Source: an optimization exercise on an open RTL-to-GDS flow (aim: small area, a short achievable clock period and few clock cycles). Production flows keep margins and buffers that such runs may drop.
The RTL was checked by simulation tests, not by an equivalence proof against the original design.
No activity file was given, so power comes from the tool's default toggle rates.

Setup of job 101:
==> flow/design.v <==
module CPU(
    input         clk,
    input         rst,
    output [31:0] imem_addr,
    input  [31:0] imem_rdata,
    output [31:0] dmem_addr,
    output [31:0] dmem_wdata,
    output        dmem_we,
    input  [31:0] dmem_rdata,
    output        wb_en,
    output [4:0]  wb_addr,
    output [31:0] wb_data
);
reg  [31:2] pc;
reg  [31:0] e_a, e_b;            
reg  [15:0] e_imm;               
reg  [31:2] e_tgt;               
reg  [4:0]  e_dest;
reg         e_wr, e_ld, e_st, e_br;
reg         e_sub, e_and, e_or, e_slt;
reg         e_fam, e_faw, e_fae;           
reg         e_fbm, e_fbw, e_fbe;           
reg         e_bm, e_bw, e_be, e_bi;        
reg         e_add;                         
reg  [31:0] m_alu, m_sd;
reg  [4:0]  m_dest;
reg         m_wr, m_ld, m_st;
reg  [31:0] w_data;
reg  [4:0]  w_dest;
reg         w_wr;
reg  [31:1] rv;
wire [31:0] ins = imem_rdata;
wire [5:0]  op  = ins[31:26];
wire [4:0]  rs  = ins[25:21];
wire [4:0]  rt  = ins[20:16];
wire [4:0]  rd  = ins[15:11];
wire [5:0]  fn  = ins[5:0];
wire [31:0] simm = {{16{ins[15]}}, ins[15:0]};
wire is_r    = (op == 6'b000000);
wire is_addi = (op == 6'b001000);
wire is_lw   = (op == 6'b100011);
wire is_sw   = (op == 6'b101011);
wire is_beq  = (op == 6'b000100);
wire [4:0] dest   = is_r ? rd : rt;
wire       wr     = (is_r | is_addi | is_lw) & (dest != 5'd0);
wire       use_rs = is_r | is_addi | is_lw | is_sw | is_beq;
wire       use_rt = is_r | is_sw | is_beq;
wire       b_rt   = is_r | is_beq;        
wire [31:2] pc1   = pc + 30'd1;
wire [16:0] tgt_lo = {1'b0, pc[17:2]} + {1'b0, ins[15:0]} + 17'd1;
wire [31:18] pch_p = pc[31:18] + 14'd1;
wire [31:18] pch_m = pc[31:18] - 14'd1;
wire [31:18] tgt_hi = ( tgt_lo[16] & ~ins[15]) ? pch_p :
                      (~tgt_lo[16] &  ins[15]) ? pch_m : pc[31:18];
wire [31:2] tgt_d = {tgt_hi, tgt_lo[15:0]};
wire sub_d = is_r & ((fn == 6'b100010) | (fn == 6'b101010));
wire and_d = is_r & (fn == 6'b100100);
wire or_d  = is_r & (fn == 6'b100101);
wire slt_d = is_r & (fn == 6'b101010);
wire stall = e_ld & ((use_rs & (rs == e_dest)) | (use_rt & (rt == e_dest)));
wire [32*32-1:0] rflat;
wire [31:1]      rs_sel, rt_sel;
reg  [31:0]      rs_v, rt_v;
wire [31:0] wd = m_ld ? dmem_rdata : m_alu;      
genvar g;
generate
    for (g = 1; g < 32; g = g + 1) begin : RF
        reg [31:0] q;
        always @(posedge clk)
            if (m_wr && m_dest == g)
                q <= wd;
        assign rflat[g*32 +: 32] = q;
        assign rs_sel[g] = rv[g] & (rs == g);
        assign rt_sel[g] = rv[g] & (rt == g);
    end
endgenerate
assign rflat[31:0] = 32'd0;
integer k;
always @(*) begin
    rs_v = 32'd0;
    rt_v = 32'd0;
    for (k = 1; k < 32; k = k + 1) begin
        rs_v = rs_v | ({32{rs_sel[k]}} & rflat[k*32 +: 32]);
        rt_v = rt_v | ({32{rt_sel[k]}} & rflat[k*32 +: 32]);
    end
end
always @(posedge clk or posedge rst) begin
    if (rst)
        rv <= 31'd0;
    else if (m_wr)
        rv[m_dest] <= 1'b1;
end
wire fam = e_wr & (e_dest == rs);
wire faw = m_wr & (m_dest == rs) & ~fam;
wire fbm = e_wr & (e_dest == rt);
wire fbw = m_wr & (m_dest == rt) & ~fbm;
wire [31:0] eimm = {{16{e_imm[15]}}, e_imm};
wire [31:0] A = ({32{e_fam}} & m_alu) | ({32{e_faw}} & w_data) | ({32{e_fae}} & e_a);
wire [31:0] S = ({32{e_fbm}} & m_alu) | ({32{e_fbw}} & w_data) | ({32{e_fbe}} & e_b);
wire [31:0] mx = m_alu  ^ {32{e_sub}};
wire [31:0] wx = w_data ^ {32{e_sub}};
wire [31:0] Bx = ({32{e_bm}} & mx) | ({32{e_bw}} & wx) |
                 ({32{e_be}} & e_b) | ({32{e_bi}} & eimm);
wire [32:0] sum1 = {A, 1'b1} + {Bx, e_sub};    
wire [31:0] sum  = sum1[32:1];
wire        lt   = (A[31] == Bx[31]) ? A[31] : sum[31];
wire [31:0] res  = ({32{e_add}} & sum) | ({32{e_and}} & (A & Bx)) |
                   ({32{e_or}} & (A | Bx)) | {31'd0, e_slt & lt};
wire        taken = e_br & (A == Bx);
always @(posedge clk or posedge rst) begin
    if (rst)
        pc <= 30'd0;
    else if (taken)
        pc <= e_tgt;
    else if (!stall)
        pc <= pc1;
end
always @(posedge clk or posedge rst) begin
    if (rst) begin
        e_wr <= 1'b0;
        e_ld <= 1'b0;
        e_st <= 1'b0;
        e_br <= 1'b0;
    end else if (stall) begin
        e_wr <= 1'b0;
        e_ld <= 1'b0;
        e_st <= 1'b0;
        e_br <= 1'b0;
    end else begin
        e_wr <= wr;
        e_ld <= is_lw & (dest != 5'd0);
        e_st <= is_sw;
        e_br <= is_beq;
    end
end
always @(posedge clk) begin
    e_a    <= rs_v;
    e_b    <= rt_v ^ {32{sub_d}};
    e_imm  <= ins[15:0];
    e_tgt  <= tgt_d;
    e_bi   <= ~b_rt;
    e_bm   <= b_rt & fbm;
    e_bw   <= b_rt & fbw;
    e_be   <= b_rt & ~fbm & ~fbw;
    e_add  <= ~and_d & ~or_d & ~slt_d;
    e_dest <= dest;
    e_sub  <= sub_d;
    e_and  <= and_d;
    e_or   <= or_d;
    e_slt  <= slt_d;
    e_fam  <= fam;
    e_faw  <= faw;
    e_fae  <= ~fam & ~faw;
    e_fbm  <= fbm;
    e_fbw  <= fbw;
    e_fbe  <= ~fbm & ~fbw;
end
always @(posedge clk or posedge rst) begin
    if (rst) begin
        m_wr <= 1'b0;
        m_st <= 1'b0;
    end else begin
        m_wr <= e_wr;
        m_st <= e_st;
    end
end
always @(posedge clk) begin
    m_alu  <= res;
    m_sd   <= S;
    m_dest <= e_dest;
    m_ld   <= e_ld;
end
always @(posedge clk or posedge rst) begin
    if (rst)
        w_wr <= 1'b0;
    else
        w_wr <= m_wr;
end
always @(posedge clk) begin
    w_data <= wd;
    w_dest <= m_dest;
end
assign imem_addr  = {pc, 2'b00};
assign dmem_addr  = m_alu;
assign dmem_wdata = m_sd;
assign dmem_we    = m_st;
assign wb_en      = w_wr;
assign wb_addr    = w_dest;
assign wb_data    = w_data;
endmodule
clock: 8.5 ns
lec_check: 0
abc_clock_period_in_ps: 2500
cap_margin: 20
core_margin: 2
core_utilization: 40
place_density: 0.5
setup_slack_margin: 5
slew_margin: 20
standard.sh (not shown) runs the stock make flow with config.mk's settings and CLKGATE_MAP_FILE= SYNTH_SCRIPT=/design/flow/synth_recipe.tcl, a recipe that flattens the netlist after the stock synthesis.
==> flow/flow/run.sh <==
#!/bin/bash
# The standard layout (standard.sh: ORFS synthesis to finish, unchanged
# synthesis), with three changes to how it is laid out:
#  - the port buffers are a plain buffer (buf_2), not the delay buffer that
#    buffer_ports picks by default;
#  - gate sizing may change a cell's footprint (MATCH_CELL_FOOTPRINT=0);
#  - (setup margin as given in config.mk)
# make's full output goes to standard.log; ORFS keeps each step's log under
# orfs/logs.
cd "$(dirname "$0")/.."
bash standard.sh \
    "BUFFER_PORTS_ARGS=-buffer_cell sky130_fd_sc_hd__buf_2" \
    MATCH_CELL_FOOTPRINT=0 \
    finish > standard.log 2>&1
Testbench counts of job 101, summed over its fixed seeds: cycles 35,517.
[inputs] job 102 vs job 101
diff --git a/flow/design.v b/flow/design.v
--- a/flow/design.v
+++ b/flow/design.v
@@ -12,15 +12,16 @@
     output [31:0] wb_data
 );
 reg  [31:2] pc;
-reg  [31:0] e_a, e_b;            
-reg  [15:0] e_imm;               
+reg  [31:0] e_a;                 
+reg  [31:0] e_b;                 
+reg  [31:0] e_s;                 
 reg  [31:2] e_tgt;               
 reg  [4:0]  e_dest;
 reg         e_wr, e_ld, e_st, e_br;
 reg         e_sub, e_and, e_or, e_slt;
-reg         e_fam, e_faw, e_fae;           
-reg         e_fbm, e_fbw, e_fbe;           
-reg         e_bm, e_bw, e_be, e_bi;        
+reg         e_fam;                         
+reg         e_fbm;                         
+reg         e_bm;                          
 reg         e_add;                         
 reg  [31:0] m_alu, m_sd;
 reg  [4:0]  m_dest;
@@ -59,9 +60,11 @@
 wire slt_d = is_r & (fn == 6'b101010);
 wire stall = e_ld & ((use_rs & (rs == e_dest)) | (use_rt & (rt == e_dest)));
 wire [32*32-1:0] rflat;
-wire [31:1]      rs_sel, rt_sel;
+wire [31:1]      rs_sel, rt_sel, rv_eff;
 reg  [31:0]      rs_v, rt_v;
 wire [31:0] wd = m_ld ? dmem_rdata : m_alu;      
+wire        rs_w = m_wr & (m_dest == rs);        
+wire        rt_w = m_wr & (m_dest == rt);
 genvar g;
 generate
     for (g = 1; g < 32; g = g + 1) begin : RF
@@ -70,15 +73,16 @@
             if (m_wr && m_dest == g)
                 q <= wd;
         assign rflat[g*32 +: 32] = q;
-        assign rs_sel[g] = rv[g] & (rs == g);
-        assign rt_sel[g] = rv[g] & (rt == g);
+        assign rv_eff[g] = rv[g] & ~(m_wr && m_dest == g);
+        assign rs_sel[g] = rv_eff[g] & (rs == g);
+        assign rt_sel[g] = rv_eff[g] & (rt == g);
     end
 endgenerate
 assign rflat[31:0] = 32'd0;
 integer k;
 always @(*) begin
-    rs_v = 32'd0;
-    rt_v = 32'd0;
+    rs_v = {32{rs_w}} & wd;
+    rt_v = {32{rt_w}} & wd;
     for (k = 1; k < 32; k = k + 1) begin
         rs_v = rs_v | ({32{rs_sel[k]}} & rflat[k*32 +: 32]);
         rt_v = rt_v | ({32{rt_sel[k]}} & rflat[k*32 +: 32]);
@@ -91,16 +95,11 @@
         rv[m_dest] <= 1'b1;
 end
 wire fam = e_wr & (e_dest == rs);
-wire faw = m_wr & (m_dest == rs) & ~fam;
 wire fbm = e_wr & (e_dest == rt);
-wire fbw = m_wr & (m_dest == rt) & ~fbm;
-wire [31:0] eimm = {{16{e_imm[15]}}, e_imm};
-wire [31:0] A = ({32{e_fam}} & m_alu) | ({32{e_faw}} & w_data) | ({32{e_fae}} & e_a);
-wire [31:0] S = ({32{e_fbm}} & m_alu) | ({32{e_fbw}} & w_data) | ({32{e_fbe}} & e_b);
+wire [31:0] A = e_fam ? m_alu : e_a;
+wire [31:0] S = e_fbm ? m_alu : e_s;
 wire [31:0] mx = m_alu  ^ {32{e_sub}};
-wire [31:0] wx = w_data ^ {32{e_sub}};
-wire [31:0] Bx = ({32{e_bm}} & mx) | ({32{e_bw}} & wx) |
-                 ({32{e_be}} & e_b) | ({32{e_bi}} & eimm);
+wire [31:0] Bx = e_bm ? mx : e_b;
 wire [32:0] sum1 = {A, 1'b1} + {Bx, e_sub};    
 wire [31:0] sum  = sum1[32:1];
 wire        lt   = (A[31] == Bx[31]) ? A[31] : sum[31];
@@ -135,13 +134,10 @@
 end
 always @(posedge clk) begin
     e_a    <= rs_v;
-    e_b    <= rt_v ^ {32{sub_d}};
-    e_imm  <= ins[15:0];
+    e_b    <= b_rt ? (rt_v ^ {32{sub_d}}) : simm;
+    e_s    <= rt_v;
     e_tgt  <= tgt_d;
-    e_bi   <= ~b_rt;
     e_bm   <= b_rt & fbm;
-    e_bw   <= b_rt & fbw;
-    e_be   <= b_rt & ~fbm & ~fbw;
     e_add  <= ~and_d & ~or_d & ~slt_d;
     e_dest <= dest;
     e_sub  <= sub_d;
@@ -149,11 +145,7 @@
     e_or   <= or_d;
     e_slt  <= slt_d;
     e_fam  <= fam;
-    e_faw  <= faw;
-    e_fae  <= ~fam & ~faw;
     e_fbm  <= fbm;
-    e_fbw  <= fbw;
-    e_fbe  <= ~fbm & ~fbw;
 end
 always @(posedge clk or posedge rst) begin
     if (rst) begin
Results
The lower number of standard cells after synthesis came out of job 101. Count of plain and timing-repair buffers, job 102 and job 101, higher one = job 102. Diff job 101 -> job 102: clock skew down 0.0098 ns; worst setup slack after placement down 0.021 ns. Sort job 102 and job 101 by area growth from synthesis to layout, ascending, and job 101 comes first. Relative to job 101, multi-input gate share of total cell area has increased by 0.48 points in job 102. Comparing TritonCTS buffer count for job 102 and job 101, the bigger number came from job 102. For power, job 101 and job 102 come out practically identical. Job 102 vs job 101: required time reported for the critical path endpoint down. Compared with job 101, in job 102 critical path depth in cells now smaller, global-route usage has decreased.
Testbench counts of job 102, summed over its fixed seeds: cycles 35,517.

## re-timing with driven ports
The flow's constraints put no driver on any port. The routed layouts listed below were extracted and timed again, unchanged, in two steps.
Step 1 sets driving cells, clkbuf_16 on the clock port and buf_2 on the other inputs (assumed; they add their load-dependent delay and slew).
Step 2 times the ports against the registers' clock, not the clock port: input delays grow and output delays shrink by t, the midpoint of the rising clock arrivals with the driver on.
Slacks: ideal ports / drivers / drivers and shift; pairs: ideal ports / drivers.
| run | t (ns) | slack for setup (ns) | worst data-port slew with drivers (ns) | cell pins on the clock port's net |
|---|---|---|---|---|
| job 101 | 0.871 | 4.660 / 4.660 / 4.055 | 0.07 | 1 |
| job 102 | 0.869 | 4.838 / 4.884 / 4.016 | 0.07 | 1 |
After both steps setup and hold are still met in every run listed. The setup slack of job 102, which loses most, moves by +0.046 ns with the drivers and by -0.822 ns with both steps.
